What follows belongs to an exercise in optimizing a design on an open flow for small area, a short achievable clock period and few clock cycles per item; a production flow would make more cautious choices.
Function was checked by simulation only, so behaviour that the tests miss may differ from the original.
Power and IR drop assume default switching activity.

--- flow/run.sh ---
#!/bin/bash
# synth_recipe.tcl (not shown) runs the flow's synth.tcl, then flattens the netlist and writes it again
# the make line also repeats each setting of config.mk as NAME=value (left out here)
make -C /OpenROAD-flow-scripts/flow DESIGN_CONFIG=/design/flow/config.mk WORK_HOME=/design/flow/orfs CLKGATE_MAP_FILE= SYNTH_SCRIPT=/design/flow/synth_recipe.tcl finish
--- flow/config.mk ---
export PLATFORM = sky130hd
export DESIGN_NAME = sw_tile16
export DESIGN_NICKNAME = sw_tile16
export VERILOG_FILES = /design/flow/design.v
export SDC_FILE = /design/flow/constraint.sdc
export NUM_CORES = 4
export LEC_CHECK = 0
export CAP_MARGIN = 20
export CORE_MARGIN = 2
export CORE_UTILIZATION = 40
export SLEW_MARGIN = 20
--- flow/constraint.sdc ---
create_clock -name core_clock -period 6.5 [get_ports {clk}]
set_input_delay 1.3000 -clock core_clock [delete_from_list [all_inputs] [get_ports {clk}]]
set_output_delay 1.3000 -clock core_clock [all_outputs]
set_load 0.01 [all_outputs]
--- flow/design.v ---
module sw_cell (
    input  wire [7:0] u,
    input  wire [7:0] l,
    input  wire [8:0] dg1,         
    output wire [7:0] val,
    output wire [1:0] arrow
);
    wire gUL = u > l;
    wire gUD = ~dg1[8] & (u > dg1[7:0]);
    wire gLD = ~dg1[8] & (l > dg1[7:0]);
    wire selU =  gUL & gUD;
    wire selL = ~gUL & gLD;
    wire [7:0] mx = selU ? u : (selL ? l : dg1[7:0]);
    assign val = mx - 8'd1;
    wire z = (u[7:1] == 7'd0) & (l[7:1] == 7'd0) & (dg1 == 9'd1);
    assign arrow = z ? 2'b00 : (selU ? 2'b01 : (selL ? 2'b10 : 2'b11));
endmodule
module sw_diag1 (
    input  wire [7:0] d,
    input  wire       m,
    output wire [8:0] dg1
);
    wire [8:0] p3 = {1'b0, d} + 9'd3;
    wire       w  = d[7] & d[6] & d[5] & d[4] & d[3] & d[2] & d[1];   
    assign dg1 = m ? {p3[8] & ~w, p3[7:0]} : {1'b0, d[7:1], d[0] | (d[7:1] == 7'd0)};
endmodule
module sw_tile16 (
    input  wire         clk,
    input  wire         rst,
    input  wire         start,
    input  wire [31:0]  seqA,           
    input  wire [31:0]  seqB,           
    input  wire [127:0] firstRow,       
    input  wire [127:0] firstCol,       
    input  wire [7:0]   diagonalCell,   
    output reg          done,
    output wire [7:0]   max_score,
    output wire [3:0]   max_row,
    output wire [3:0]   max_col,
    output wire [511:0] traceback,      
    output wire [127:0] lastRow,        
    output wire [127:0] lastCol         
);
    localparam N = 16;
    reg        busy;
    reg  [4:0] s;
    wire       go = start & ~busy;
    always @(posedge clk) begin
        if (rst) begin
            busy <= 1'b0;
            done <= 1'b0;
            s    <= 5'd0;
        end else if (go) begin
            busy <= 1'b1;
            done <= 1'b0;
            s    <= 5'd0;
        end else if (busy) begin
            s <= s + 5'd1;
            if (s == 5'd31) begin
                busy <= 1'b0;
                done <= 1'b1;
            end
        end
    end
    wire [3:0] nxt = go ? 4'd0 : s[3:0] + 4'd1;
    wire [1:0] bn0 = seqB[{nxt, 1'b0} +: 2];
    reg  [7:0] fru;
    always @(posedge clk) begin
        fru <= firstRow[{nxt, 3'd0} +: 8];
    end
    reg  [7:0]  v    [0:N-1];    
    reg  [8:0]  dx1  [0:N-1];    
    reg  [1:0]  b    [0:N-1];    
    reg  [31:0] tb   [0:N-1];
    reg  [7:0]  rm   [0:N-1];    
    reg  [3:0]  rc   [0:N-1];
    reg  [3:0]  rr   [0:N-1];
    reg  [127:0] lr;
    wire [7:0]  cval [0:N-1];
    wire [1:0]  carw [0:N-1];
    genvar g;
    generate
        for (g = 0; g < N; g = g + 1) begin : pe
            wire [1:0] a  = seqA[2*g +: 2];
            wire [7:0] up = (g == 0) ? fru : v[(g == 0) ? 0 : g - 1];
            wire [1:0] bc = (g == 0) ? bn0 : b[(g == 0) ? 0 : g - 1];
            sw_cell u_cell (.u(up), .l(v[g]), .dg1(dx1[g]), .val(cval[g]), .arrow(carw[g]));
            wire [7:0] dn = (g == 0) ? (go ? diagonalCell : fru) : v[(g == 0) ? 0 : g - 1];
            wire [1:0] bn = (g == 0) ? bn0 : b[(g == 0) ? 0 : g - 1];
            wire [8:0] dnx1;
            sw_diag1 dgp (.d(dn), .m(a == bn), .dg1(dnx1));
            wire act = busy && (s >= g) && (s <= g + 15);
            always @(posedge clk) begin
                dx1[g] <= dnx1;
                b[g]   <= bc;
                if (go)
                    v[g] <= firstCol[8*g +: 8];
                else if (act)
                    v[g] <= cval[g];
                if (act)
                    tb[g] <= {carw[g], tb[g][31:2]};
            end
            wire       tv  = busy && (s >= g + 1) && (s <= g + 16);
            wire       fin = busy && (s == g + 16);
            wire [3:0] col = s[3:0] - 4'd1 - g;
            wire       gt  = tv && (v[g] > rm[g]);
            wire [7:0] t_v = gt ? v[g] : rm[g];
            wire [3:0] t_c = gt ? col  : rc[g];
            always @(posedge clk) begin
                if (go) begin
                    rm[g] <= 8'd0;
                    rc[g] <= 4'd0;
                end else if (fin && g > 0 && !(t_v > rm[(g == 0) ? 0 : g - 1])) begin
                    rm[g] <= rm[(g == 0) ? 0 : g - 1];
                    rc[g] <= rc[(g == 0) ? 0 : g - 1];
                    rr[g] <= rr[(g == 0) ? 0 : g - 1];
                end else begin
                    rm[g] <= t_v;
                    rc[g] <= t_c;
                    if (fin) rr[g] <= g;
                end
            end
            assign traceback[32*g +: 32] = tb[g];
            assign lastCol[8*g +: 8] = v[g];
        end
    endgenerate
    always @(posedge clk)
        if (busy && s >= 5'd16)
            lr <= {v[N-1], lr[127:8]};
    assign lastRow = lr;
    assign max_score = rm[N-1];
    assign max_row   = rr[N-1];
    assign max_col   = rc[N-1];
endmodule
==> reports/results.ini, run 1 <==
[final_layout]
finalNonFillerCells = 9482
syn2layout_area_growth_pct = 28.5
final_nets = 8203
drive_gt1_share_pct = 6.34

[setup_path]
r2r-start = s[4]
worstSetupStartpointType = register
crit_fanout = 26
critPathKind = reg2reg
critPathArrivalTime_ns = 6.09
reg2reg_slack_ns = 1.01
regToRegEndpoint = rc[7][1]
crit_path_end_kind = register
crit_required_ns = 7.11
rr_worst_depth = 17

[logic_synthesis]
yosys_warnings = 15
ys_ff_latch = 1198
netlist_top_cells_area = edfxtp_1 (38%), ha_1 (13%), dfxtp_1 (12%), a21oi_1 (3.3%), mux2i_1 (3.1%)
avgSynthCellArea_sq_um = 10.7
synth_cell_types = 92
synth_top_area_cell = edfxtp_1
syn_inst = 6051
syn_area_sq_um = 64900
syn_nets = 7062
synth_ff_type = edfxtp_1
synth.top_cell.area_share_pct = 37.8
synth_edf_count = 817
synth_seq_area_share_pct = 49.6
ys_async_sr_fraction_pct = 0

[drt]
wl_um = 226000
ant_nets = 0
drt_first_pass_iters = 6
drt_iter0_drc = 4067
detail_route.wl_per_cell_um = 23.8
vias = 53000
remaining_drc_errors = 0
post_drt_via_cell_ratio = 5.59

[outcome]
status = no timing/DRC/antenna violations

[timing]
finalSetupViolations = 0
tns_ns = 0
drv_slew = 0
post-route-period-util_pct = 84.4
hold_viol_final = 0
period_needed_ns = 5.49
skew_ns = 0.0378
worst_slew_pin_slew_ns = 1.16
max_freq_ghz = 0.182
rsz0062_at_grt = false
worst_slew_margin_rel_pct = 22.3

[min_path]
holdPathEnd = b[11][0]
hold_path_depth = 0
hold_start = b[10][0]
min_path_type = reg2reg

[global_routing]
antenna_found_initial = 17
grt_pass1_vias = 51700
gr-total-overflow = 0
grt_usage_pct = 26.2
grt_max_degree = 126
grt_pass1_wl_um = 329000

[power_and_ir_drop]
p_leak_nw = 31.9
p_clk_share_pct = 21.5
intPower_w = 0.0211
peakVddDrop_mv = 0.303
power_frac_comb_pct = 46.9
p_sw_share_pct = 42.3
seq_power_share_pct = 31.5
p_sw_w = 0.0155
powerDensity_nw_per_um2 = 438

[place]
dp_cells = 9209
place_congestion = 0.951
portBuffers = 1115
dp_hpwl_um = 170000

[clocking]
clk_pin_slew_ns = 0.06
postCtsSetupRepairBufs = 0
cts-root-buf = clkbuf_16
ctsHtreeMaxLevel = 4
clk_path_buf_depth = 3
cts_resized = 0
cts_made_buffers = 139
cts_hold_buf = 0
cts_sinks = 1198
cts_tree = built
clk-insertion-delay-late_ns = 0.78

[flow_run]
maxCapViolations = 0

[die]
die_area_sq_um = 165000
core_area_sq_um = 161000
initial_core_util_pct = 40.4
die_w_um = 407
rows = 147
io_pins = 1116
fp.dieH_um = 407

[power by group through the flow]
stage	sequential, W	clock (W)	combinational [W]
after CTS	0.0115	0.00806	0.0170
after global placement	0.0116	0	0.0164
after detailed placement	0.0116	0	0.0169
final	0.0115	0.00787	0.0171
after floorplan	0.0107	0	0.0120
after global routing	0.0116	0.00834	0.0192
[cells by family (layout without fill, tap and decap cells)]
| logic type | after synthesis | count (layout) | synth area share, % |
|---|---|---|---|
| other cells | 0 | 15 | 0 |
| flops | 1198 | 1198 | 49.6 |
| compound gates | 1421 | 1421 | 14.2 |
| buf+inv | 653 | 1909 | 3.89 |
| xor+xnor | 188 | 188 | 2.55 |
| fa+ha+maj | 680 | 680 | 13.1 |
| simple gates | 1684 | 1684 | 12.8 |
| mux | 227 | 227 | 3.87 |
[layer usage]
layer | track usage [%] | part of all wire [%] | up-vias
met5 | 0 | 0.024 | -
met4 | 8.45 | 2.9 | 8
met3 | 6.43 | 7.9 | 387
met2 | 44.1 | 48 | 1954
met1 | 33.0 | 41 | 25800
li1 | - | - | 24900
[through the flow]
step	area [sq um]	util, %	hold slack, ns	setup WS (ns)	power [W]
floorplan	64900	-	0.349	0.568	0.0227
global placement	78700	49.0	0.354	1.31	0.0280
detailed placement	78700	49.0	0.356	1.10	0.0285
CTS	83300	51.8	0.367	1.04	0.0365
global route	83300	51.8	0.371	0.387	0.0391
finish	83400	51.9	0.367	1.01	0.0365
[synthesized netlist by cell type, types with 20 or more instances]
cell	number
nand4_1	171
o211ai_1	60
xor2_1	45
nor4_1	60
a211oi_1	136
nor2b_1	88
and2_1	27
or3_1	23
edfxtp_1	817
ha_1	680
nor2_1	474
o221ai_1	21
nand2b_1	57
a21o_1	90
buf_2	22
dfxtp_1	381
o21ai_0	314
nand3_1	220
a31oi_1	91
a221o_1	24
inv_1	448
a21oi_1	423
xnor2_1	142
a211o_1	20
nand2_1	284
nor3_1	151
or2_2	35
buf_1	27
and3_1	29
clkbuf_1	138
mux2i_1	200
o21a_1	57
[registers in the layout (all words and copies together) (netlist names)]
signal,flops
s,5
done,1
rc,64
dx1,144
b,30
lr,128
rr,49
rm,128
busy,1
tb,512
v,128
fru,8
[area by class of cell]
type | count | area, sq um
Antenna cell | 15 | 37.5
Clock buffer | 181 | 3790
Clock inverter | 75 | 773
Fill cell | 14400 | 77400
Inverter | 455 | 1710
Multi-Input combinational cell | 4200 | 30400
Sequential cell | 1198 | 32200
Tap cell | 2160 | 2700
Timing Repair Buffer | 1198 | 11800
[worst max-delay path, cell delays in order (launching register included)]
cell and delay (ns):
dfxtp_1 0.90, clkinv_1 0.62, nor3_1 0.31, o21ai_0 0.34, a221oi_2 0.29, buf_4 0.27
nand2_1 0.07, o21ai_0 0.13, ha_1 0.29, nor2b_1 0.14, o21a_1 0.16, o21a_1 0.16
o21ai_0 0.16, a21oi_1 0.13, o31ai_2 0.56, nand2_1 0.47, mux2i_1 0.26, nor2_1 0.05
[worst max path at each step]
stage,cells past startpoint,slack [ns],endpoint,start
2_1_floorplan,20,0.57,rm[12][0],s[1]
3_3_place_gp,14,1.31,rc[12][0],s[4]
3_5_place_dp,17,1.10,rc[7][1],s[4]
4_1_cts,17,1.04,rc[7][1],s[4]
5_1_grt,17,0.39,rc[7][3],s[4]
6_report,17,1.01,rc[7][1],s[4]
[layout by cell type (no fill, tap or decap), types with 220 or more instances in the layout]
cell type	Yosys	final
o21ai_0	314	308
edfxtp_1	817	817
a21oi_1	423	420
nand2_1	284	284
nand3_1	220	220
inv_1	448	447
dfxtp_1	381	380
ha_1	680	679
nor2_1	474	471
clkdlybuf4s50_1	0	1115
Testbench counts, summed over its fixed seeds: cycles 12,672, jobs 384.
==> run 2, diff against run 1 <==
--- a/flow/design.v
+++ b/flow/design.v
@@ -5,9 +5,12 @@
     output wire [7:0] val,
     output wire [1:0] arrow
 );
-    wire gUL = u > l;
-    wire gUD = ~dg1[8] & (u > dg1[7:0]);
-    wire gLD = ~dg1[8] & (l > dg1[7:0]);
+    wire gUL, gUD0, gLD0;
+    sw_gt8 c0 (.a(u), .b(l),          .y(gUL));
+    sw_gt8 c1 (.a(u), .b(dg1[7:0]),   .y(gUD0));
+    sw_gt8 c2 (.a(l), .b(dg1[7:0]),   .y(gLD0));
+    wire gUD = ~dg1[8] & gUD0;
+    wire gLD = ~dg1[8] & gLD0;
     wire selU =  gUL & gUD;
     wire selL = ~gUL & gLD;
     wire [7:0] mx = selU ? u : (selL ? l : dg1[7:0]);
@@ -23,6 +26,26 @@
     wire [8:0] p3 = {1'b0, d} + 9'd3;
     wire       w  = d[7] & d[6] & d[5] & d[4] & d[3] & d[2] & d[1];   
     assign dg1 = m ? {p3[8] & ~w, p3[7:0]} : {1'b0, d[7:1], d[0] | (d[7:1] == 7'd0)};
+endmodule
+module sw_gt8 (
+    input  wire [7:0] a,
+    input  wire [7:0] b,
+    output wire       y
+);
+    wire [7:0] g = a & ~b;
+    wire [7:0] l = ~a & b;
+    wire [3:0] g1, l1;
+    genvar k;
+    generate
+        for (k = 0; k < 4; k = k + 1) begin : q
+            assign g1[k] = g[2*k+1] | (~l[2*k+1] & g[2*k]);
+            assign l1[k] = l[2*k+1] | (~g[2*k+1] & l[2*k]);
+        end
+    endgenerate
+    wire g2h = g1[3] | (~l1[3] & g1[2]);
+    wire l2h = l1[3] | (~g1[3] & l1[2]);
+    wire g2l = g1[1] | (~l1[1] & g1[0]);
+    assign y = g2h | (~l2h & g2l);
 endmodule
 module sw_tile16 (
     input  wire         clk,
@@ -68,6 +91,16 @@
     always @(posedge clk) begin
         fru <= firstRow[{nxt, 3'd0} +: 8];
     end
+    reg  [N-1:0] act, tvl;
+    always @(posedge clk) begin
+        if (rst) begin
+            act <= {N{1'b0}};
+            tvl <= {N{1'b0}};
+        end else begin
+            act <= {act[N-2:0], go | (act[0] & (s[3:0] != 4'd15))};
+            tvl <= act;
+        end
+    end
     reg  [7:0]  v    [0:N-1];    
     reg  [8:0]  dx1  [0:N-1];    
     reg  [1:0]  b    [0:N-1];    
@@ -89,28 +122,30 @@
             wire [1:0] bn = (g == 0) ? bn0 : b[(g == 0) ? 0 : g - 1];
             wire [8:0] dnx1;
             sw_diag1 dgp (.d(dn), .m(a == bn), .dg1(dnx1));
-            wire act = busy && (s >= g) && (s <= g + 15);
             always @(posedge clk) begin
                 dx1[g] <= dnx1;
                 b[g]   <= bc;
                 if (go)
                     v[g] <= firstCol[8*g +: 8];
-                else if (act)
+                else if (act[g])
                     v[g] <= cval[g];
-                if (act)
+                if (act[g])
                     tb[g] <= {carw[g], tb[g][31:2]};
             end
-            wire       tv  = busy && (s >= g + 1) && (s <= g + 16);
-            wire       fin = busy && (s == g + 16);
+            wire       tv  = tvl[g];
+            wire       fin = tvl[g] & ~act[g];
             wire [3:0] col = s[3:0] - 4'd1 - g;
-            wire       gt  = tv && (v[g] > rm[g]);
+            wire       gt0, gtc;
+            sw_gt8 ct0 (.a(v[g]), .b(rm[g]), .y(gt0));
+            wire       gt  = tv && gt0;
             wire [7:0] t_v = gt ? v[g] : rm[g];
             wire [3:0] t_c = gt ? col  : rc[g];
+            sw_gt8 ct1 (.a(t_v), .b(rm[(g == 0) ? 0 : g - 1]), .y(gtc));
             always @(posedge clk) begin
                 if (go) begin
                     rm[g] <= 8'd0;
                     rc[g] <= 4'd0;
-                end else if (fin && g > 0 && !(t_v > rm[(g == 0) ? 0 : g - 1])) begin
+                end else if (fin && g > 0 && !gtc) begin
                     rm[g] <= rm[(g == 0) ? 0 : g - 1];
                     rc[g] <= rc[(g == 0) ? 0 : g - 1];
                     rr[g] <= rr[(g == 0) ? 0 : g - 1];
--- a/flow/config.mk
+++ b/flow/config.mk
@@ -7,5 +7,7 @@
 export LEC_CHECK = 0
 export CAP_MARGIN = 20
 export CORE_MARGIN = 2
-export CORE_UTILIZATION = 40
+export CORE_UTILIZATION = 55
+export PLACE_DENSITY = 0.65
+export SETUP_SLACK_MARGIN = 3.5
 export SLEW_MARGIN = 20
==> reports/results.ini, run 2 <==
[outcome]
status = no timing/DRC/antenna violations

[global_routing]
grt_usage_pct = 41.2
grt_pass1_vias = 56300
grt_max_degree = 91
antenna_found_initial = 19
gr-total-overflow = 0
grt_pass1_wl_um = 353000

[power_and_ir_drop]
p_leak_nw = 37.0
powerDensity_nw_per_um2 = 479
power_frac_comb_pct = 58.7
peakVddDrop_mv = 0.303
p_clk_share_pct = 17.7
p_sw_share_pct = 41.0
p_sw_w = 0.0187
seq_power_share_pct = 23.5
intPower_w = 0.0269

[timing]
post-route-period-util_pct = 63.9
max_freq_ghz = 0.241
finalSetupViolations = 0
worst_slew_margin_rel_pct = 21.8
worst_slack_ns = 2.35
worst_slew_pin_slew_ns = 1.16
rsz0062_at_grt = true
skew_ns = 0.0260
tns_ns = 0
drv_slew = 0
period_needed_ns = 4.15
hold_viol_final = 0

[die]
fp.dieH_um = 335
core_area_sq_um = 109000
die_w_um = 335
die_area_sq_um = 112000
rows = 121
initial_core_util_pct = 55.3
io_pins = 1116

[drt]
ant_nets = 0
post_drt_via_cell_ratio = 6.59
remaining_drc_errors = 0
vias = 61900
drt_first_pass_iters = 10
detail_route.wl_per_cell_um = 28.7
drt_iter0_drc = 8989
wl_um = 269000

[place]
dp_slack_ns = 1.77
place_area_sq_um = 74400
portBuffers = 1115
dp_hpwl_um = 148000
place_congestion = 0.951

[flow_run]
maxCapViolations = 0

[logic_synthesis]
syn_nets = 6083
syn_inst = 5711
netlist_top_cells_area = edfxtp_1 (41%), dfxtp_1 (13%), mux2i_1 (4.1%), nor2_1 (3.5%), maj3_1 (3.2%)
synthTopCellsByCount = edfxtp_1 (817), nor2_1 (563), dfxtp_1 (398), nand2_1 (398), a21oi_1 (326)
synth.top_cell.area_share_pct = 40.8
synth_ff_type = edfxtp_1
yosysMostFrequentCell = edfxtp_1
synth_edf_count = 817
synth_seq_area_share_pct = 54.1
ys_async_sr_fraction_pct = 0
yosys_warnings = 15
avgSynthCellArea_sq_um = 10.5
synth_cell_types = 102
syn_area_sq_um = 60100
synth_top_area_cell = edfxtp_1
ys_ff_latch = 1215

[setup_path]
crit_path_end_kind = register
critPathKind = reg2reg
crit_start = v[7][0]
crit_required_ns = 6.98
critPathArrivalTime_ns = 4.64
rr_worst_depth = 16
r2r-start = v[7][0]
reg2reg_slack_ns = 2.35
crit_fanout = 6
regToRegEndpoint = v[8][7]
crit_path_end = v[8][7]
worstSetupStartpointType = register

[clocking]
clk_pin_slew_ns = 0.07
cts_sinks = 1215
clk_path_buf_depth = 3
cts-root-buf = clkbuf_16
clk-insertion-delay-late_ns = 0.79
cts_tree = built
cts_made_buffers = 132
ctsHtreeMaxLevel = 4
cts_hold_buf = 0

[final_layout]
syn2layout_area_growth_pct = 58.3
layout.cells.most_common_list = edfxtp_1 (817), buf_4 (727), clkdlybuf4s50_1 (522)
regMostFlops = tb
largest_reg_flops = 512
largestRegisters = tb: 512 flops, dx1: 144 flops
final_nets = 8216
stdcell_area_sq_um = 95200
drive_gt1_share_pct = 34.8
layout_commonest_cell = edfxtp_1

[min_path]
min_path_type = reg2reg

## run 2: cell types whose count changed after synthesis, sizes merged, moves of 91 or more
cell    before  now
inv        449  266
maj3         0  201
clkbuf     138  241
a21oi      426  327
ha         680   41
nand2      286  398
nand2b      57  155
nor2       474  565
nand4      171   41
## run 2: layout make-up
type | count | area (sq um)
Tap cell | 1414 | 1770
Timing Repair Buffer | 2275 | 22000
Antenna cell | 12 | 30.0
Multi-Input combinational cell | 3923 | 33000
Fill cell | 5010 | 13500
Inverter | 297 | 1290
Clock buffer | 162 | 3530
Clock inverter | 81 | 1040
Sequential cell | 1215 | 32500
## run 2: worst min-delay path by stage
stage,start,endpoint,slack (ns),cells past startpoint
final,b[5][0],b[6][0],0.36,0
after global routing,b[5][0],b[6][0],0.37,0
after CTS,b[5][0],b[6][0],0.36,0
after detailed placement,b[1][0],b[2][0],0.36,0
after global placement,b[13][0],b[14][0],0.36,0
after floorplan,b[9][0],b[10][0],0.35,0
## run 2: per-stage QoR
step / hold slack, ns / cells / utilization [%] / total power (W)
2_1_floorplan: 0.349 / 5711 / - / 0.0215
3_3_place_gp: 0.355 / 7980 / 68.4 / 0.0250
3_5_place_dp: 0.357 / 7980 / 68.4 / 0.0252
4_1_cts: 0.356 / 9092 / 82.4 / 0.0397
5_1_grt: 0.369 / 9377 / 87.5 / 0.0468
6_report: 0.365 / 9379 / 87.5 / 0.0456
## run 2: timing repair
item	in CTS	in global routing
pin swaps	361	378
gates cloned	33	2
resized for setup	1612	914
buffers inserted	836	273
setup endpoints to repair	878	633
## run 2: logic make-up (layout without fill, tap and decap cells)
logic type | count (synthesis) | count (layout) | share of synthesized area [%]
fa+ha+maj | 242 | 243 | 4.21
simple gates | 1816 | 1827 | 14.6
buf+inv | 599 | 2815 | 3.84
other cells | 0 | 12 | 0
xor+xnor | 233 | 233 | 3.39
compound gates | 1297 | 1311 | 14.3
mux | 309 | 309 | 5.61
flops | 1215 | 1215 | 54.1
## run 2: layer usage
metal	global-route usage [%]	vias to the layer above	wire length, um
met2	68.8	4972	125000
met1	50.1	29800	90900
met5	0	-	75
met4	19.4	12	21300
met3	10.3	1613	31800
li1	-	25500	-
## run 2: critical path, stage by stage (launching register included)
cell and delay [ns]:
edfxtp_1 0.44, buf_6 0.15, buf_6 0.12, buf_6 0.12, buf_6 0.11, nor2b_4 0.12
maj3_2 0.46, o21ai_4 0.27, a31oi_4 0.12, nor3_2 0.22, o221ai_1 0.14, and3_4 0.23
buf_4 0.16, a21oi_2 0.70, nor3_2 0.13, xor2_1 0.23, o21ai_1 0.11
## run 2: power by group through the flow
| stage | registers, W | clock network, W | logic, W |
|---|---|---|---|
| after detailed placement | 0.0117 | 0 | 0.0135 |
| after CTS | 0.0105 | 0.00801 | 0.0212 |
| after global routing | 0.0107 | 0.00835 | 0.0277 |
| after floorplan | 0.0105 | 0 | 0.0111 |
| after global placement | 0.0117 | 0 | 0.0133 |
| final | 0.0107 | 0.00809 | 0.0268 |
Testbench counts of run 2, summed over its fixed seeds: cycles 12,672, jobs 384.
==> run 3, diff against run 2 <==
--- a/flow/design.v
+++ b/flow/design.v
@@ -13,8 +13,10 @@
     wire gLD = ~dg1[8] & gLD0;
     wire selU =  gUL & gUD;
     wire selL = ~gUL & gLD;
-    wire [7:0] mx = selU ? u : (selL ? l : dg1[7:0]);
-    assign val = mx - 8'd1;
+    wire [7:0] um1 = u - 8'd1;
+    wire [7:0] lm1 = l - 8'd1;
+    wire [7:0] dg  = dg1[8] ? 8'd255 : dg1[7:0] - 8'd1;
+    assign val = selU ? um1 : (selL ? lm1 : dg);
     wire z = (u[7:1] == 7'd0) & (l[7:1] == 7'd0) & (dg1 == 9'd1);
     assign arrow = z ? 2'b00 : (selU ? 2'b01 : (selL ? 2'b10 : 2'b11));
 endmodule
@@ -107,7 +109,8 @@
     reg  [31:0] tb   [0:N-1];
     reg  [7:0]  rm   [0:N-1];    
     reg  [3:0]  rc   [0:N-1];
-    reg  [3:0]  rr   [0:N-1];
+    wire [N-1:0] win;            
+    reg  [3:0]  mrow;
     reg  [127:0] lr;
     wire [7:0]  cval [0:N-1];
     wire [1:0]  carw [0:N-1];
@@ -135,24 +138,24 @@
             wire       tv  = tvl[g];
             wire       fin = tvl[g] & ~act[g];
             wire [3:0] col = s[3:0] - 4'd1 - g;
-            wire       gt0, gtc;
-            sw_gt8 ct0 (.a(v[g]), .b(rm[g]), .y(gt0));
-            wire       gt  = tv && gt0;
+            wire [7:0] cm = rm[(g == 0) ? 0 : g - 1];
+            wire       gvr, gvc, grc;
+            sw_gt8 ct0 (.a(v[g]),  .b(rm[g]), .y(gvr));
+            sw_gt8 ct1 (.a(v[g]),  .b(cm),    .y(gvc));
+            sw_gt8 ct2 (.a(rm[g]), .b(cm),    .y(grc));
+            wire       gt  = tv && (gvr || col == 4'd0);
             wire [7:0] t_v = gt ? v[g] : rm[g];
             wire [3:0] t_c = gt ? col  : rc[g];
-            sw_gt8 ct1 (.a(t_v), .b(rm[(g == 0) ? 0 : g - 1]), .y(gtc));
+            wire       gtc = gt ? gvc : grc;
+            wire       keep = (g > 0) && fin && !gtc;
+            assign win[g] = fin && !keep;
             always @(posedge clk) begin
-                if (go) begin
-                    rm[g] <= 8'd0;
-                    rc[g] <= 4'd0;
-                end else if (fin && g > 0 && !gtc) begin
+                if (keep) begin
                     rm[g] <= rm[(g == 0) ? 0 : g - 1];
                     rc[g] <= rc[(g == 0) ? 0 : g - 1];
-                    rr[g] <= rr[(g == 0) ? 0 : g - 1];
                 end else begin
                     rm[g] <= t_v;
                     rc[g] <= t_c;
-                    if (fin) rr[g] <= g;
                 end
             end
             assign traceback[32*g +: 32] = tb[g];
@@ -163,7 +166,10 @@
         if (busy && s >= 5'd16)
             lr <= {v[N-1], lr[127:8]};
     assign lastRow = lr;
+    always @(posedge clk)
+        if (|win)
+            mrow <= s[3:0];
     assign max_score = rm[N-1];
-    assign max_row   = rr[N-1];
+    assign max_row   = mrow;
     assign max_col   = rc[N-1];
 endmodule
==> reports/results.ini, run 3 <==
[place]
portBuffers = 1115
place_area_sq_um = 72600
place_congestion = 0.955
dp_hpwl_um = 153000

[clocking]
cts_made_buffers = 131
clk_path_buf_depth = 3
ctsHtreeMaxLevel = 4
cts_hold_buf = 0
cts_sinks = 1170
cts-root-buf = clkbuf_16
cts_tree = built
clk-insertion-delay-late_ns = 0.77
clk_pin_slew_ns = 0.06

[flow_run]
maxCapViolations = 0

[setup_path]
crit_required_ns = 7.02
worstSetupStartpointType = register
critPathArrivalTime_ns = 4.13
path_delay_family = adder cells
critical_path_depth = 12
crit_path_end_kind = register
crit_slowest_cell = edfxtp_1
rr_worst_depth = 12
path_common_cell = maj3_2
critPathKind = reg2reg
crit_chain = buf_6 -> nand2b_4 -> maj3_2 -> maj3_2 -> maj3_2 -> maj3_2 -> maj3_2 -> a211oi_4 -> a21oi_2 -> a2111oi_4 -> buf_4 -> mux2_4
crit_fanout = 4
path_buf_inv = 2
slowest_delay_ns = 0.39

[logic_synthesis]
avgSynthCellArea_sq_um = 11.0
synthTopCellsByCount = edfxtp_1 (964), nand2_1 (416), nor2_1 (398)
syn_area_sq_um = 59900
synthMuxAreaShare_pct = 5.34
synth_top_family_by_area = compound AO/OA/AOI/OAI gates
synth_ff_type = edfxtp_1
synthAdderAreaFrac_pct = 5.11
synth_compound_gate_area_share_pct = 12.6
synth-simple-area-share_pct = 12.4
syn_nets = 5810
synth_xor_area_share_pct = 5.06
yosysMostFrequentCell = edfxtp_1
yosys_warnings = 13
synth_cell_types = 89
ys_ff_latch = 1170
syn_inst = 5422
ys_async_sr_fraction_pct = 0
synth_seq_area_share_pct = 55.2
synth_top_area_cell = edfxtp_1
synth.top_cell.area_share_pct = 48.3
synth_edf_count = 964
netlist_top_cells_area = edfxtp_1 (48%), dfxtp_1 (6.9%), xnor2_1 (4.2%), maj3_1 (3.7%), mux2i_1 (2.6%)

[die]
die_area_sq_um = 112000
rows = 121
die_w_um = 334
io_pins = 1116
fp.dieH_um = 334
core_area_sq_um = 108000
initial_core_util_pct = 55.2

[final_layout]
post-route-util_pct = 79.3
syn2layout_area_growth_pct = 43.5
layout_commonest_cell = edfxtp_1
regMostFlops = tb
fill_cells = 6789
largest_reg_flops = 512
largestRegisters = tb: 512 flops, dx1: 144 flops
drive_gt1_share_pct = 23.3
final_nets = 7501
stdcell_area_sq_um = 85900
layout.cells.most_common_list = edfxtp_1 (964), clkdlybuf4s50_1 (546), buf_4 (536)

[drt]
post_drt_via_cell_ratio = 6.33
ant_nets = 0
drt_first_pass_iters = 9
remaining_drc_errors = 0
detail_route.wl_per_cell_um = 27.2
drt_iter0_drc = 6870
vias = 54700
wl_um = 235000

[timing]
tns_ns = 0
finalSetupViolations = 0
post-route-period-util_pct = 55.6
max_freq_ghz = 0.277
rsz0062_at_grt = true
worst_slew_pin_slew_ns = 1.08
period_needed_ns = 3.62
drv_slew = 0
skew_ns = 0.0227
worst_slew_margin_rel_pct = 27.7
hold_viol_final = 0

[min_path]
hold_path_depth = 0
min_path_type = reg2reg

[global_routing]
grt_usage_pct = 39.0
grt_max_degree = 84
grt_pass1_vias = 50700
antenna_found_initial = 19
grt_pass1_wl_um = 330000
gr-total-overflow = 0

[power_and_ir_drop]
p_leak_nw = 33.1
peakVddDrop_mv = 0.279
powerDensity_nw_per_um2 = 367

[outcome]
status = no timing/DRC/antenna violations

==> run 3: layout make-up <==
class	count	area (sq um)	area share, %
timing repair inverter	1	8.76	0.0102
sequential	1170	33100	38.5
inverter	366	1570	1.83
multi-input combinational	3615	27700	32.2
antenna	7	17.5	0.0204
clock buffer	183	3660	4.25
timing repair buffer	1828	17300	20.2
tap	1414	1770	2.06
clock inverter	57	791	0.920
==> run 3: logic make-up after synthesis <==
| family | count (synthesis) |
|---|---|
| AOI/OAI and AO/OA | 1120 |
| xor gates and xnor gates | 346 |
| adders and majority gates | 290 |
| buffers and inverters | 663 |
| DFF | 1170 |
| muxes | 283 |
| and+or+nand+nor | 1550 |
==> run 3: path summary, 6_finish.rpt <==
check	from	end	slack, ns
worst max-delay path	v[11][0]	rc[11][3]	2.88
worst min-delay path	b[12][1]	b[13][1]	0.37
worst max register to register	v[11][0]	rc[11][3]	2.88
worst min register to register	b[12][1]	b[13][1]	0.37
==> run 3: through the flow <==
step,hold WS (ns),setup WS [ns],cells,power [W]
6_report,0.365,2.88,8641,0.0315
5_1_grt,0.375,2.79,8638,0.0326
4_1_cts,0.361,2.98,8459,0.0295
3_5_place_dp,0.357,2.05,7686,0.0200
3_3_place_gp,0.355,2.14,7686,0.0198
2_1_floorplan,0.349,2.94,5422,0.0169
==> run 3: routing by layer <==
layer  track usage (%)  share of wire [%]  wire (um)
met2              63.1                 47     109000
met3              9.50                 11      25800
met4              16.1                5.1      12000
met1              50.5                 37      87400
met5                 0              0.030         71
==> run 3: power breakdown <==
part | internal [W] | switching, W
combinational | 0.00620 | 0.00752
clock | 0.00451 | 0.00322
sequential | 0.00906 | 0.000978
total | 0.0198 | 0.0117
==> run 3: what timing repair did <==
item                                    in CTS  in global routing
endpoints found under the setup margin    1011                613
resized for setup                          898                581
pin swaps                                  140                223
gates cloned                                31                 10
setup buffers                              502                165
Testbench counts of run 3, summed over its fixed seeds: cycles 12,672, jobs 384.
==> run 4, diff against run 3 <==
==> flow/flow/run.sh (new file) <==
#!/bin/bash
set -euo pipefail
bash standard.sh "BUFFER_PORTS_ARGS=-buffer_cell sky130_fd_sc_hd__buf_1" finish > flow_make.log 2>&1
==> flow/standard.sh (new file) <==
#!/bin/bash
# synth_recipe.tcl (not shown) runs the flow's synth.tcl, then flattens the netlist and writes it again
# the make line also repeats each setting of config.mk as NAME=value (left out here)
make -C /OpenROAD-flow-scripts/flow DESIGN_CONFIG=/design/flow/config.mk WORK_HOME=/design/flow/orfs CLKGATE_MAP_FILE= SYNTH_SCRIPT=/design/flow/synth_recipe.tcl "${@:-finish}"
--- a/flow/config.mk
+++ b/flow/config.mk
@@ -11,3 +11,4 @@
 export PLACE_DENSITY = 0.65
 export SETUP_SLACK_MARGIN = 3.5
 export SLEW_MARGIN = 20
+export TNS_END_PERCENT = 5
removed: flow/run.sh
==> reports/results.ini, run 4 <==
[outcome]
status = no timing/DRC/antenna violations

[setup_path]
critPathKind = reg2reg
worstSetupStartpointType = register
crit_fanout = 6
crit_required_ns = 7.01
crit_path_end_kind = register
critPathArrivalTime_ns = 4.05

[logic_synthesis]
ys_ff_latch = 1170
syn_nets = 5810
synthTopCellsByCount = edfxtp_1 (964), nand2_1 (416), nor2_1 (398)
syn_inst = 5422
synth_top_area_cell = edfxtp_1
yosysMostFrequentCell = edfxtp_1
ys_async_sr_fraction_pct = 0
synth_edf_count = 964
synthAdderAreaFrac_pct = 5.11
synth_xor_area_share_pct = 5.06
synth.top_cell.area_share_pct = 48.3
netlist_top_cells_area = edfxtp_1 (48%), dfxtp_1 (6.9%), xnor2_1 (4.2%), maj3_1 (3.7%), mux2i_1 (2.6%)
synth_compound_gate_area_share_pct = 12.6
synth_seq_area_share_pct = 55.2
syn_area_sq_um = 59900
synth_cell_types = 89
synth_top_family_by_area = compound AO/OA/AOI/OAI gates
synth_ff_type = edfxtp_1
avgSynthCellArea_sq_um = 11.0
synth-simple-area-share_pct = 12.4
synthMuxAreaShare_pct = 5.34
yosys_warnings = 13

[timing]
post-route-period-util_pct = 54.5
worst_slew_pin_slew_ns = 1.15
skew_ns = 0.0309
worst_slew_margin_rel_pct = 23.6
max_freq_ghz = 0.282
drv_slew = 0
period_needed_ns = 3.54
rsz0062_at_grt = true
worst_hold_slack_ns = 0.366
hold_viol_final = 0
finalSetupViolations = 0
tns_ns = 0

[die]
core_area_sq_um = 108000
rows = 121
die_area_sq_um = 112000
fp.dieH_um = 334
io_pins = 1116
die_w_um = 334
initial_core_util_pct = 55.2

[drt]
wl_um = 215000
post_drt_via_cell_ratio = 6.17
ant_nets = 0
detail_route.wl_per_cell_um = 25.8
remaining_drc_errors = 0
drt_first_pass_iters = 8
drt_iter0_drc = 5879
vias = 51300

[final_layout]
ff_latch_area_sq_um = 33100
syn2layout_area_growth_pct = 23.9
layout.cells.most_common_list = buf_1 (1,114), edfxtp_1 (964), nand2_1 (403)
largest_reg_flops = 512
final_nets = 7178
fill_cells = 8480
multi_input_area_sq_um = 25600
drive_gt1_share_pct = 15.0
layout_commonest_cell = buf_1
largestRegisters = tb: 512 flops, dx1: 144 flops
regMostFlops = tb

[global_routing]
grt_usage_pct = 35.9
grt_max_degree = 69
antenna_found_initial = 14
gr-total-overflow = 0
grt_pass1_vias = 46700
grt_pass1_wl_um = 304000

[clocking]
clk_path_buf_depth = 3
clk-insertion-delay-late_ns = 0.77
cts_tree = built
cts_sinks = 1170
clk_pin_slew_ns = 0.06
cts_hold_buf = 0
cts-root-buf = clkbuf_16
ctsHtreeMaxLevel = 4
cts_made_buffers = 131

[power_and_ir_drop]
powerDensity_nw_per_um2 = 386
p_leak_nw = 26.2
peakVddDrop_mv = 0.326

[place]
portBuffers = 1115
place_congestion = 0.967
dp_hpwl_um = 151000

[flow_run]
maxCapViolations = 0

[min_path]
min_path_type = reg2reg

==> run 4: changes by cell type in the layout (fill, tap and decap cells not counted), sizes merged, moves of 3 or more <==
cell           delta
bufbuf            -3
clkbuf           -22
buf             +798
dlymetal6s2s    -115
dlygate4sd2     -428
clkinv           +23
clkinvlp         -10
inv               +8
clkdlybuf4s15    -13
clkdlybuf4s50   -546
==> run 4: power by group <==
part / switching, W / total, W / internal, W / leakage [nW]
combinational: 0.00606 / 0.0106 / 0.00452 / 13.5
sequential: 0.00139 / 0.0105 / 0.00907 / 10.5
clock: 0.00324 / 0.00764 / 0.00440 / 2.18
==> run 4: layout make-up <==
type | count | share of cell area, %
sequential | 1170 | 44.6
multi-input combinational | 3603 | 34.6
timing repair buffer | 1518 | 10.4
clock buffer | 164 | 4.75
tap | 1414 | 2.38
inverter | 366 | 1.99
clock inverter | 78 | 1.27
antenna | 5 | 0.0169
==> run 4: cells by family (layout without fill, tap and decap cells) <==
family | count (synthesis) | count (layout)
buffers and inverters | 663 | 2126
other | 0 | 5
AO/OA/AOI/OAI | 1120 | 1122
flip-flops | 1170 | 1170
XOR/XNOR | 346 | 346
adder cells (fa/ha/maj) | 290 | 290
multiplexers | 283 | 283
AND/OR/NAND/NOR | 1550 | 1562
==> run 4: routing by layer <==
metal	global-route usage, %	part of all wire (%)	vias up	wire length, um
met5	0	0.027	-	58
met4	11.1	3.2	8	6960
met3	7.98	9.5	426	20400
met2	57.7	47	2758	101000
met1	48.6	40	25300	85800
li1	-	-	22900	-
==> run 4: final timing paths <==
path | start | end | slack (ns) | cells past startpoint
max | rm[4][0] | rc[5][0] | 2.96 | 11
min | b[1][0] | b[2][0] | 0.37 | 0
min reg2reg | b[1][0] | b[2][0] | 0.37 | 0
max reg2reg | rm[4][0] | rc[5][0] | 2.96 | 11
==> run 4: timing repair <==
action	4_1_cts	5_1_grt
pin swaps	36	70
gates resized for setup	147	215
endpoints found under the setup margin	634	601
setup buffers	149	202
cloned	6	17
==> run 4: worst max-delay path: stages (launching register included) <==
cell and delay (ns):
edfxtp_1 0.41, nand2b_4 0.16, maj3_2 0.31, maj3_2 0.30, maj3_2 0.30, maj3_2 0.30
maj3_2 0.30, maj3_2 0.35, a211oi_2 0.28, a311oi_4 0.09, buf_6 0.17, or2_4 0.30
==> run 4: per-stage QoR <==
| stage | setup WS [ns] | std cells | area (sq um) | utilization [%] | power (W) |
|---|---|---|---|---|---|
| after floorplan | 2.49 | 5422 | 60100 | - | 0.0166 |
| after global placement | 1.51 | 7697 | 65200 | 60.1 | 0.0193 |
| after detailed placement | 1.49 | 7697 | 65200 | 60.1 | 0.0194 |
| after CTS | 3.02 | 8094 | 71500 | 65.9 | 0.0276 |
| after global routing | 2.89 | 8315 | 74200 | 68.4 | 0.0299 |
| final | 2.96 | 8318 | 74200 | 68.5 | 0.0287 |
==> run 5, diff against run 4 <==
--- a/flow/config.mk
+++ b/flow/config.mk
@@ -5,6 +5,7 @@
 export SDC_FILE = /design/flow/constraint.sdc
 export NUM_CORES = 4
 export LEC_CHECK = 0
+export ABC_AREA = 1
 export CAP_MARGIN = 20
 export CORE_MARGIN = 2
 export CORE_UTILIZATION = 55
==> reports/results.ini, run 5 <==
[outcome]
status = no timing/DRC/antenna violations

[timing]
post-route-period-util_pct = 50.3
worst_slew_pin_slew_ns = 1.17
rsz0062_at_grt = true
drv_slew = 0
worst_hold_slack_ns = 0.364
worst_slew_margin_rel_pct = 22.1
max_freq_ghz = 0.306
finalSetupViolations = 0
worst_slack_ns = 3.23
hold_viol_final = 0
tns_ns = 0
period_needed_ns = 3.27
skew_ns = 0.0262

[power_and_ir_drop]
peakVddDrop_mv = 0.377
p_leak_nw = 29.9
powerDensity_nw_per_um2 = 469

[logic_synthesis]
synth_ff_type = edfxtp_1
syn_inst = 7519
synth_seq_area_share_pct = 52.6
synthMuxAreaShare_pct = 0
netlist_top_cells_area = edfxtp_1 (46%), nand2_1 (13%), dfxtp_1 (6.6%), nand3_1 (5.1%), inv_1 (4.2%)
avgSynthCellArea_sq_um = 8.36
ys_ff_latch = 1170
synth_top_area_cell = edfxtp_1
synth_top_family_by_area = simple AND/OR/NAND/NOR gates
yosys_warnings = 13
synth-simple-area-share_pct = 25.5
yosysMostFrequentCell = nand2_1
synth_xor_area_share_pct = 2.65
synth.top_cell.area_share_pct = 46.1
syn_area_sq_um = 62800
syn_nets = 7907
synthTopCellsByCount = nand2_1 (2,136), edfxtp_1 (964), inv_1 (706)
ys_async_sr_fraction_pct = 0
synth_compound_gate_area_share_pct = 11.0
synthAdderAreaFrac_pct = 1.14
synth_edf_count = 964
synth_cell_types = 65

[final_layout]
stdcell_area_sq_um = 72500
fill_cells = 9958
syn2layout_area_growth_pct = 15.3
layout_commonest_cell = nand2_1
drive_gt1_share_pct = 5.35
regMostFlops = tb
layout.cells.most_common_list = nand2_1 (2,116), buf_1 (1,113), edfxtp_1 (964)
largestRegisters = tb: 512 flops, dx1: 144 flops
largest_reg_flops = 512
final_nets = 8943

[setup_path]
crit_fanout = 12
slowest_delay_ns = 0.94
crit_slowest_cell = edfxtp_1
crit_required_ns = 5.20
reg2reg_slack_ns = 3.25
rr_worst_depth = 11
crit_chain = buf_1
r2r-start = v[14][5]
crit_path_end_kind = primary output
worstSetupStartpointType = register
path_delay_family = flip-flops
critPathKind = reg2out
path_buf_inv = 1
critPathArrivalTime_ns = 1.97
regToRegEndpoint = tb[15][31]

[place]
dp_slack_ns = 2.24
dp_hpwl_um = 171000
place_congestion = 0.988
place_area_sq_um = 67600
portBuffers = 1115

[global_routing]
grt_usage_pct = 37.3
top_usage_layer = met2
met1_usage_pct = 48.6
grt_pass1_vias = 54600
grt.met3_usage_pct = 7.78
grt_max_degree = 79
antenna_found_initial = 17
gr-total-overflow = 0
grt_pass1_wl_um = 335000
grt_use_met2_pct = 60.3

[die]
die_area_sq_um = 117000
io_pins = 1116
core_area_sq_um = 113000
rows = 123
fp.dieH_um = 342
die_w_um = 342
initial_core_util_pct = 55.6

[clocking]
cts_made_buffers = 130
clk-insertion-delay-late_ns = 0.77
cts_tree = built
cts_hold_buf = 0
ctsHtreeMaxLevel = 4
cts_sinks = 1170
clk_pin_slew_ns = 0.07
cts-root-buf = clkbuf_16
clk_path_buf_depth = 3

[min_path]
holdPathEnd = b[8][1]
hold_start = b[7][1]
min_path_type = reg2reg
hold_path_depth = 0

[drt]
vias = 59700
drt_iter0_drc = 6888
ant_nets = 0
drt_first_pass_iters = 9
remaining_drc_errors = 0
post_drt_via_cell_ratio = 5.87
wl_um = 229000
detail_route.wl_per_cell_um = 22.5

[flow_run]
maxCapViolations = 0

## run 5: final cells by class
cell class | count | area [sq um] | share of cell area (%)
inverters | 779 | 2980 | 4.11
well taps | 1500 | 1880 | 2.59
diodes | 12 | 30.0 | 0.0414
flip-flops and latches | 1170 | 33100 | 45.7
clock inverters | 71 | 757 | 1.04
multi-input cells | 5295 | 25500 | 35.2
repair buffers | 1179 | 4700 | 6.49
clock buffers | 167 | 3480 | 4.81
## run 5: worst max-delay path by stage
| stage | start | end | depth (start not counted) |
|---|---|---|---|
| after floorplan | s[0] | rc[8][0] | 19 |
| after global placement | start | dx1[0][0] | 13 |
| after detailed placement | start | dx1[0][1] | 13 |
| after CTS | v[11][1] | lastCol[89] | 1 |
| after global routing | v[4][2] | rm[4][7] | 11 |
| final | v[14][5] | lastCol[117] | 1 |
## run 5: metrics by stage
stage | power [W] | cells | utilization [%]
6_report | 0.0340 | 10200 | 64.1
5_1_grt | 0.0360 | 10200 | 64.1
4_1_cts | 0.0334 | 10100 | 63.7
3_5_place_dp | 0.0260 | 9880 | 59.8
3_3_place_gp | 0.0258 | 9880 | 59.8
2_1_floorplan | 0.0214 | 7519 | -
## run 5: metal layers
| metal | wire (um) | vias up |
|---|---|---|
| met4 | 10400 | 6 |
| met1 | 88300 | 28300 |
| met5 | 34 | - |
| li1 | - | 27600 |
| met2 | 107000 | 3352 |
| met3 | 23500 | 475 |
## run 5: cells by family (layout without fill, tap and decap cells)
group | Yosys count | count (layout)
AOI/OAI and AO/OA | 1219 | 1219
other | 0 | 12
buffers and inverters | 1056 | 2196
DFF | 1170 | 1170
and+or+nand+nor | 3828 | 3830
adders and majority gates | 57 | 57
xor gates and xnor gates | 189 | 189
## run 5: timing repair
| action | CTS | global route |
|---|---|---|
| gates resized for setup | 33 | 36 |
| cloned | 0 | 2 |
| pin swaps | 1 | 1 |
| endpoints found under the setup margin | 462 | 611 |
| setup buffers | 7 | 34 |
## run 5: power by group
group          switching, W  total, W  internal, W
Sequential          0.00235    0.0118      0.00946
Combinational        0.0101    0.0148      0.00472
Clock               0.00319   0.00736      0.00417
==> run 6, diff against run 5 <==
--- a/flow/config.mk
+++ b/flow/config.mk
@@ -5,10 +5,11 @@
 export SDC_FILE = /design/flow/constraint.sdc
 export NUM_CORES = 4
 export LEC_CHECK = 0
-export ABC_AREA = 1
 export CAP_MARGIN = 20
 export CORE_MARGIN = 2
 export CORE_UTILIZATION = 55
+export CTS_CLUSTER_DIAMETER = 100
+export CTS_CLUSTER_SIZE = 30
 export PLACE_DENSITY = 0.65
 export SETUP_SLACK_MARGIN = 3.5
 export SLEW_MARGIN = 20
==> reports/results.ini, run 6 <==
[drt]
wl_um = 213000
highest_layer = met5
drt_iter0_drc = 5464
detail_route.wl_per_cell_um = 26.0
wl_met1_um = 85000
vias = 50800
remaining_drc_errors = 0
ant_nets = 0
drt_first_pass_iters = 6
post_drt_via_cell_ratio = 6.19
met3_length_um = 20200
wl_met2_um = 99600

[timing]
worst_slew_pin_slew_ns = 1.08
worst_slack_ns = 2.97
post-route-period-util_pct = 54.4
period_needed_ns = 3.53
finalSetupViolations = 0
rsz0062_at_grt = true
hold_viol_final = 0
worst_slew_margin_rel_pct = 28.0
tns_ns = 0
skew_ns = 0.0322
drv_slew = 0
max_freq_ghz = 0.283

[global_routing]
antenna_found_initial = 10
grt_usage_pct = 35.4
grt_pass1_wl_um = 301000
gr-total-overflow = 0
grt_max_degree = 69
grt_pass1_vias = 45900

[outcome]
status = no timing/DRC/antenna violations

[die]
initial_core_util_pct = 55.2
core_area_sq_um = 108000
die_area_sq_um = 112000
fp.dieH_um = 334
rows = 121
die_w_um = 334
io_pins = 1116

[final_layout]
fill_cells = 8862
layout.cells.most_common_list = buf_1 (1,114), edfxtp_1 (964), nand2_1 (405)
regMostFlops = tb
syn2layout_area_growth_pct = 19.6
largestRegisters = tb: 512 flops, dx1: 144 flops
largest_reg_flops = 512
stdcell_area_sq_um = 71600
finalNonFillerCells = 8204
drive_gt1_share_pct = 14.2
layout_commonest_cell = buf_1
final_nets = 7132

[setup_path]
crit_fanout = 4
crit_slowest_cell = edfxtp_1
crit_chain = nand2b_4 -> maj3_2 -> maj3_2 -> maj3_2 -> maj3_2 -> maj3_2 -> maj3_2 -> a211oi_4 -> a311oi_4 -> buf_6 -> mux2_4
slowest_delay_ns = 0.43
path_common_cell = maj3_2
path_delay_family = adder cells
crit_required_ns = 6.97
crit_start = rm[4][0]
path_buf_inv = 1
crit_path_end_kind = register
critPathKind = reg2reg
r2r-start = rm[4][0]
critPathArrivalTime_ns = 4.00
worstSetupStartpointType = register

[place]
place_area_sq_um = 65200
dp_cells = 7697
place_congestion = 0.967
dp_hpwl_um = 151000
portBuffers = 1115
dp_slack_ns = 1.49

[logic_synthesis]
syn_inst = 5422
synth.top_cell.area_share_pct = 48.3
synth_seq_area_share_pct = 55.2
netlist_top_cells_area = edfxtp_1 (48%), dfxtp_1 (6.9%), xnor2_1 (4.2%), maj3_1 (3.7%), mux2i_1 (2.6%)
synth_top_area_cell = edfxtp_1
syn_nets = 5810
synth_ff_type = edfxtp_1
avgSynthCellArea_sq_um = 11.0
synth_cell_types = 89
yosys_warnings = 13
ys_ff_latch = 1170
yosysMostFrequentCell = edfxtp_1
ys_async_sr_fraction_pct = 0
synth_edf_count = 964
syn_area_sq_um = 59900
synthTopCellsByCount = edfxtp_1 (964), nand2_1 (416), nor2_1 (398)

[power_and_ir_drop]
p_leak_nw = 25.0
peakVddDrop_mv = 0.261
finalPower_w = 0.0253
powerDensity_nw_per_um2 = 354

[min_path]
min_path_type = reg2reg
hold_start = b[7][0]

[clocking]
cts_tree = built
clk-insertion-delay-late_ns = 0.71
cts_hold_buf = 0
ctsHtreeMaxLevel = 2
cts-root-buf = clkbuf_16
cts_sinks = 1170
cts_made_buffers = 49
clk_path_buf_depth = 3
clk_pin_slew_ns = 0.12

[flow_run]
maxCapViolations = 0

[run 6: changes by cell type after synthesis, sizes merged, moves of 91 or more]
cell	change
nand2	-1757
nand3	-514
inv	-425
nor2	-325
o21ai	-317
xnor2	+248
maj3	+233
clkbuf	+192
buf	-172
mux2i	+158
nand2b	+116
nor2b	+110
mux2	+107
xor2	-91
[run 6: path summary, 6_finish.rpt]
kind	endpoint	slack, ns	depth (start not counted)
worst max-delay path	rc[5][2]	2.97	11
worst max register to register	rc[5][2]	2.97	11
worst min-delay path	b[8][0]	0.37	0
worst min register to register	b[8][0]	0.37	0
[run 6: layer usage]
metal | GRT usage (%) | vias up
li1 | - | 22700
met1 | 48.6 | 25000
met2 | 57.0 | 2650
met3 | 7.08 | 424
met4 | 11.1 | 10
met5 | 0 | -
[run 6: logic make-up (layout without fill, tap and decap cells)]
group,Yosys count,count (layout),share of synthesized area (%)
other cells,0,5,0
xor+xnor,346,346,5.06
buf+inv,663,2016,4.24
fa+ha+maj,290,290,5.11
mux,283,283,5.34
flops,1170,1170,55.2
compound gates,1120,1122,12.6
simple gates,1550,1558,12.4
[run 6: per-stage QoR]
stage,util [%],hold WS (ns)
6_report,66.1,0.373
5_1_grt,66.1,0.375
4_1_cts,63.4,0.368
3_5_place_dp,60.1,0.357
3_3_place_gp,60.1,0.356
2_1_floorplan,-,0.349
[run 6: repair_timing]
item | 4_1_cts | 5_1_grt
setup buffers | 162 | 227
gates resized for setup | 152 | 233
pin swaps | 35 | 81
endpoints found under the setup margin | 618 | 579
gates cloned | 6 | 14
[run 6: area by class of cell]
type	count	area [sq um]	share of cell area, %
Timing Repair Buffer	1558	7990	11.2
Sequential cell	1170	33100	46.2
Inverter	366	1470	2.05
Clock inverter	18	246	0.344
Antenna cell	5	12.5	0.0175
Tap cell	1414	1770	2.47
Clock buffer	74	1370	1.92
Multi-Input combinational cell	3599	25600	35.8
[run 6: power by group]
group          switching (W)  internal, W  total [W]
Clock                0.00249      0.00163    0.00411
Combinational        0.00621      0.00464     0.0108
Sequential           0.00131      0.00905     0.0104
==> run 7, diff against run 6 <==
--- a/flow/config.mk
+++ b/flow/config.mk
@@ -5,11 +5,12 @@
 export SDC_FILE = /design/flow/constraint.sdc
 export NUM_CORES = 4
 export LEC_CHECK = 0
+export ABC_AREA = 1
 export CAP_MARGIN = 20
 export CORE_MARGIN = 2
 export CORE_UTILIZATION = 55
-export CTS_CLUSTER_DIAMETER = 100
-export CTS_CLUSTER_SIZE = 30
+export CTS_CLUSTER_DIAMETER = 80
+export CTS_CLUSTER_SIZE = 20
 export PLACE_DENSITY = 0.65
 export SETUP_SLACK_MARGIN = 3.5
 export SLEW_MARGIN = 20
==> reports/results.ini, run 7 <==
[global_routing]
antenna_found_initial = 17
grt_max_degree = 79
gr-total-overflow = 0
grt_usage_pct = 36.8
grt_pass1_vias = 53700
grt_pass1_wl_um = 331000

[die]
io_pins = 1116
die_w_um = 342
die_area_sq_um = 117000
rows = 123
fp.dieH_um = 342
initial_core_util_pct = 55.6
core_area_sq_um = 113000

[drt]
drt_first_pass_iters = 8
wl_um = 227000
wl_met2_um = 107000
wl_met1_um = 87800
vias = 59100
highest_layer = met5
detail_route.wl_per_cell_um = 22.5
ant_nets = 0
drt_iter0_drc = 6493
post_drt_via_cell_ratio = 5.87
remaining_drc_errors = 0
met3_length_um = 23000

[logic_synthesis]
syn_area_sq_um = 62800
syn_inst = 7519
netlist_top_cells_area = edfxtp_1 (46%), nand2_1 (13%), dfxtp_1 (6.6%), nand3_1 (5.1%), inv_1 (4.2%)
yosysMostFrequentCell = nand2_1
synth_ff_type = edfxtp_1
syn_nets = 7907
synth_seq_area_share_pct = 52.6
ys_async_sr_fraction_pct = 0
avgSynthCellArea_sq_um = 8.36
ys_ff_latch = 1170
synth_top_area_cell = edfxtp_1
synth.top_cell.area_share_pct = 46.1
synthTopCellsByCount = nand2_1 (2,136), edfxtp_1 (964), inv_1 (706)
synth_cell_types = 65
synth_edf_count = 964
yosys_warnings = 13

[setup_path]
crit_chain = inv_1 -> o22ai_1 -> a21oi_1 -> o21ai_0 -> nand2_1 -> inv_1 -> nor2_1 -> nand2_1 -> inv_1 -> nor2_1
critPathArrivalTime_ns = 3.67
crit_start = v[15][2]
reg2reg_slack_ns = 3.24
critPathKind = reg2reg
crit_required_ns = 6.91
rr_worst_depth = 10
crit_path_end_kind = register
crit_fanout = 13
slowest_delay_ns = 0.80
r2r-start = v[15][2]
worstSetupStartpointType = register
regToRegEndpoint = tb[15][31]
crit_slowest_cell = edfxtp_1
path_common_cell = inv_1

[final_layout]
regMostFlops = tb
drive_gt1_share_pct = 4.38
layout.cells.most_common_list = nand2_1 (2,116), buf_1 (1,113), edfxtp_1 (964)
post-route-util_pct = 62.5
largest_reg_flops = 512
largestRegisters = tb: 512 flops, dx1: 144 flops
syn2layout_area_growth_pct = 12.4
layout_commonest_cell = nand2_1
final_nets = 8895
finalNonFillerCells = 10100

[flow_run]
maxCapViolations = 0

[power_and_ir_drop]
p_leak_nw = 29.0
finalPower_w = 0.0317
powerDensity_nw_per_um2 = 448
peakVddDrop_mv = 0.339

[timing]
worst_hold_slack_ns = 0.372
max_freq_ghz = 0.307
worst_slew_pin_slew_ns = 1.06
hold_viol_final = 0
drv_slew = 0
post-route-period-util_pct = 50.1
rsz0062_at_grt = true
tns_ns = 0
skew_ns = 0.0383
period_needed_ns = 3.26
finalSetupViolations = 0
worst_slew_margin_rel_pct = 29.7

[min_path]
hold_path_depth = 0
holdPathEnd = b[13][0]
hold_start = b[12][0]
min_path_type = reg2reg

[clocking]
clk_pin_slew_ns = 0.08
cts_tree = built
cts_made_buffers = 74
cts-root-buf = clkbuf_16
ctsHtreeMaxLevel = 3
clk_path_buf_depth = 3
clk-insertion-delay-late_ns = 0.70
cts_sinks = 1170

[place]
place_congestion = 0.988
dp_cells = 9880
portBuffers = 1115
dp_hpwl_um = 171000

[outcome]
status = no timing/DRC/antenna violations

-- run 7: cell types whose count changed in the layout (fill, tap and decap cells not counted), sizes merged, moves of 63 or more --
cell	previous run	this run
buf	1549	1186
nor2b	111	1
inv	325	764
nand2	420	2174
xnor2	285	37
nand2b	119	0
maj3	233	0
nor2	398	723
nand3	138	652
a21oi	209	272
o21ai	260	577
mux2i	158	0
xor2	61	152
mux2	107	0
-- run 7: worst max path at each step --
| stage | endpoint | slack [ns] | depth (start not counted) |
|---|---|---|---|
| global placement | dx1[0][0] | 2.26 | 13 |
| global route | v[1][6] | 3.27 | 8 |
| floorplan | rc[8][0] | 3.33 | 19 |
| CTS | lastCol[105] | 3.32 | 1 |
| finish | tb[15][31] | 3.24 | 10 |
| detailed placement | dx1[0][1] | 2.24 | 13 |
-- run 7: area by class of cell --
class / count / area, sq um
Antenna cell: 14 / 35.0
Tap cell: 1500 / 1880
Sequential cell: 1170 / 33100
Fill cell: 10100 / 42300
Multi-Input combinational cell: 5294 / 25500
Clock buffer: 115 / 2090
Timing Repair Buffer: 1188 / 4770
Inverter: 779 / 2980
Clock inverter: 23 / 265
-- run 7: metal layers --
layer | track usage, % | vias to the layer above
li1 | - | 27400
met1 | 48.2 | 28000
met2 | 60.1 | 3269
met4 | 14.7 | 6
met5 | 0 | -
met3 | 7.54 | 449
-- run 7: what timing repair did --
item	in CTS	in global routing
hold buffers	0	0
pin swaps	1	1
endpoints found under the setup margin	422	483
gates cloned	0	1
gates resized for setup	37	32
buffers inserted	10	40
-- run 7: cell families (layout without fill, tap and decap cells) --
logic type,count (synthesis),after routing,share of synthesized area [%]
AND/OR/NAND/NOR,3828,3829,25.5
adder cells (fa/ha/maj),57,57,1.14
XOR/XNOR,189,189,2.65
flip-flops,1170,1170,52.6
buffers and inverters,1056,2105,7.06
AO/OA/AOI/OAI,1219,1219,11.0
other,0,14,0
-- run 7: where the power goes --
part / internal (W) / leakage [nW] / switching, W
Clock: 0.00237 / 1.13 / 0.00268
Combinational: 0.00476 / 17.4 / 0.0101
Sequential: 0.00944 / 10.5 / 0.00230
-- run 7: metrics by stage --
step / cell area, sq um / worst slack [ns]
finish: 70600 / 3.24
global route: 70600 / 3.27
CTS: 70200 / 3.32
detailed placement: 67600 / 2.24
global placement: 67600 / 2.26
floorplan: 62800 / 3.33
-- run 7: critical path, delay by kind of cell, from the launching register on --
family	cells	cell delay [ns]
AO/OA/AOI/OAI	3	0.43
buffers and inverters	3	0.70
flip-flops	1	0.80
AND/OR/NAND/NOR	4	1.03
==> run 8, diff against run 7 <==
--- a/flow/config.mk
+++ b/flow/config.mk
@@ -12,6 +12,6 @@
 export CTS_CLUSTER_DIAMETER = 80
 export CTS_CLUSTER_SIZE = 20
 export PLACE_DENSITY = 0.65
-export SETUP_SLACK_MARGIN = 3.5
+export SETUP_SLACK_MARGIN = 4.0
 export SLEW_MARGIN = 20
 export TNS_END_PERCENT = 5
==> reports/results.ini, run 8 <==
[final_layout]
largest_reg_flops = 512
final_nets = 9158
syn2layout_area_growth_pct = 17.5
regMostFlops = tb
layout.cells.most_common_list = nand2_1 (2,064), buf_1 (1,111), edfxtp_1 (964)
ff_latch_area_sq_um = 33100
multi_input_area_sq_um = 26700
fill_cells = 9739
layout_commonest_cell = nand2_1
drive_gt1_share_pct = 8.51
largestRegisters = tb: 512 flops, dx1: 144 flops

[drt]
ant_nets = 0
post_drt_via_cell_ratio = 5.88
wl_um = 238000
remaining_drc_errors = 0
vias = 60700
drt_first_pass_iters = 7
detail_route.wl_per_cell_um = 23.0
drt_iter0_drc = 7804

[setup_path]
crit_slowest_cell = edfxtp_1
path_buf_inv = 1
crit_chain = buf_6
rr_worst_depth = 11
slowest_delay_ns = 0.61
path_delay_family = flip-flops
r2r-start = v[14][6]
reg2reg_slack_ns = 3.77
crit_fanout = 1
regToRegEndpoint = tb[15][30]
worstSetupStartpointType = register
crit_required_ns = 5.20
crit_path_end_kind = primary output
critPathArrivalTime_ns = 1.55
critPathKind = reg2out

[logic_synthesis]
synth_compound_gate_area_share_pct = 11.0
synth_ff_type = edfxtp_1
synth.top_cell.area_share_pct = 46.1
avgSynthCellArea_sq_um = 8.36
synth_top_family_by_area = simple AND/OR/NAND/NOR gates
synthTopCellsByCount = nand2_1 (2,136), edfxtp_1 (964), inv_1 (706)
ys_ff_latch = 1170
synthAdderAreaFrac_pct = 1.14
ys_async_sr_fraction_pct = 0
synth_top_area_cell = edfxtp_1
syn_inst = 7519
syn_area_sq_um = 62800
synth-simple-area-share_pct = 25.5
netlist_top_cells_area = edfxtp_1 (46%), nand2_1 (13%), dfxtp_1 (6.6%), nand3_1 (5.1%), inv_1 (4.2%)
syn_nets = 7907
yosysMostFrequentCell = nand2_1
synth_xor_area_share_pct = 2.65
yosys_warnings = 13
synth_seq_area_share_pct = 52.6
synth_edf_count = 964
synthMuxAreaShare_pct = 0
synth_cell_types = 65

[die]
die_area_sq_um = 117000
fp.dieH_um = 342
rows = 123
initial_core_util_pct = 55.6
core_area_sq_um = 113000
io_pins = 1116
die_w_um = 342

[clocking]
cts_hold_buf = 0
clk_pin_slew_ns = 0.09
clk_path_buf_depth = 3
cts_made_buffers = 75
clk-insertion-delay-late_ns = 0.71
cts-root-buf = clkbuf_16
cts_tree = built
ctsHtreeMaxLevel = 3
cts_sinks = 1170

[global_routing]
grt_pass1_vias = 55300
gr-total-overflow = 0
grt_max_degree = 78
grt_usage_pct = 38.4
grt_pass1_wl_um = 343000
antenna_found_initial = 5

[timing]
period_needed_ns = 2.85
max_freq_ghz = 0.351
worst_slew_pin_slew_ns = 1.03
worst_slew_margin_rel_pct = 31.3
drv_slew = 0
post-route-period-util_pct = 43.9
hold_viol_final = 0
rsz0062_at_grt = true
tns_ns = 0
skew_ns = 0.0351
finalSetupViolations = 0

[place]
portBuffers = 1115
dp_hpwl_um = 170000
place_congestion = 0.972

[power_and_ir_drop]
finalPower_w = 0.0330
seq_power_share_pct = 31.9
intPower_w = 0.0174
p_clk_share_pct = 15.8
powerDensity_nw_per_um2 = 447
p_sw_share_pct = 47.2
power_frac_comb_pct = 52.3
peakVddDrop_mv = 0.282
p_leak_nw = 30.6
p_sw_w = 0.0156

[outcome]
status = no timing/DRC/antenna violations

[min_path]
min_path_type = reg2reg
hold_path_depth = 0
hold_start = b[4][1]
holdPathEnd = b[5][1]

[flow_run]
maxCapViolations = 0

==> run 8: cell families (layout without fill, tap and decap cells) <==
family,Yosys count,after routing
other,0,2
adder cells (fa/ha/maj),57,57
flip-flops,1170,1170
AO/OA/AOI/OAI,1219,1219
buffers and inverters,1056,2336
XOR/XNOR,189,189
AND/OR/NAND/NOR,3828,3862
==> run 8: worst max path at each step <==
stage                      end  startpoint  depth (start not counted)
floorplan                lr[0]        busy                          3
global placement     dx1[0][1]       start                         14
detailed placement      fru[2]       start                          8
CTS                 max_col[1]   rc[15][1]                          1
global route           mrow[1]      tvl[4]                          8
finish              max_col[1]   rc[15][1]                          1
==> run 8: layer usage <==
layer  wire length (um)  GRT usage, %  vias up
met5                 13             0        -
met3              25400          7.80      535
met1              90200          49.9    28600
li1                   -             -    28000
met4              11500          16.2        2
met2             110000          62.8     3582
==> run 8: layout make-up <==
cell class,count,share of cell area (%)
flip-flops and latches,1170,44.9
multi-input cells,5327,36.1
repair buffers,1415,8.91
inverters,779,4.17
clock buffers,113,2.81
well taps,1500,2.54
clock inverters,27,0.515
repair inverters,2,0.0237
diodes,2,0.00678
==> run 8: per-stage QoR <==
step / hold WS (ns) / std cells / area (sq um) / utilization, % / setup slack [ns]
after floorplan: 0.350 / 7519 / 62900 / - / 3.70
after global placement: 0.355 / 9876 / 67600 / 59.8 / 2.06
after detailed placement: 0.357 / 9876 / 67600 / 59.8 / 2.00
after CTS: 0.367 / 10300 / 72500 / 64.2 / 3.63
after global routing: 0.376 / 10300 / 73800 / 65.3 / 3.63
final: 0.364 / 10300 / 73800 / 65.3 / 3.65
==> run 8: power by group through the flow <==
| stage | Sequential, W | Combinational (W) | Clock, W |
|---|---|---|---|
| floorplan | 0.0104 | 0.0110 | 0 |
| global placement | 0.0119 | 0.0138 | 0 |
| detailed placement | 0.0119 | 0.0140 | 0 |
| CTS | 0.0105 | 0.0162 | 0.00522 |
| global route | 0.0106 | 0.0190 | 0.00546 |
| finish | 0.0106 | 0.0173 | 0.00520 |
==> run 8: repair_timing <==
item                       4_1_cts  5_1_grt
pin swaps                       21       24
setup endpoints to repair     1502     1440
resized for setup              135      155
setup buffers                  216       63
gates cloned                    24       13
hold endpoints to repair         0        0

static timing again, ports no longer ideal:
No port has a modelled driver above. Below, the same layouts with a new extraction and two added sets of constraints. Step 1: set_driving_cell puts a clkbuf_16 on clk and a buf_2 on each other input, an assumption about the parent block. Step 2 times the ports against the registers' clock, not the clock port: input delays grow and output delays shrink by t, the midpoint of the rising clock arrivals with the driver on. a / b / c = no drivers / after step 1 / after step 2; a / b = the first two.
run	shift t [ns]	slack for setup (ns)	worst slew at a driven data input, ns
run 1	0.847	1.013 / 1.013 / 1.013	0.21
run 2	0.851	2.347 / 2.347 / 2.347	0.23
run 3	0.841	2.885 / 2.885 / 2.666	0.15
run 4	0.835	2.957 / 2.957 / 2.691	0.14
run 5	0.825	3.230 / 3.158 / 2.810	0.18
run 6	0.774	2.967 / 2.967 / 2.702	0.12
run 7	0.756	3.244 / 3.244 / 2.866	0.17
run 8	0.770	3.648 / 3.572 / 3.125	0.16
After both steps setup and hold are still met in every run listed. The setup slack of run 8, which loses most, moves by -0.076 ns with the drivers and by -0.523 ns with both steps.
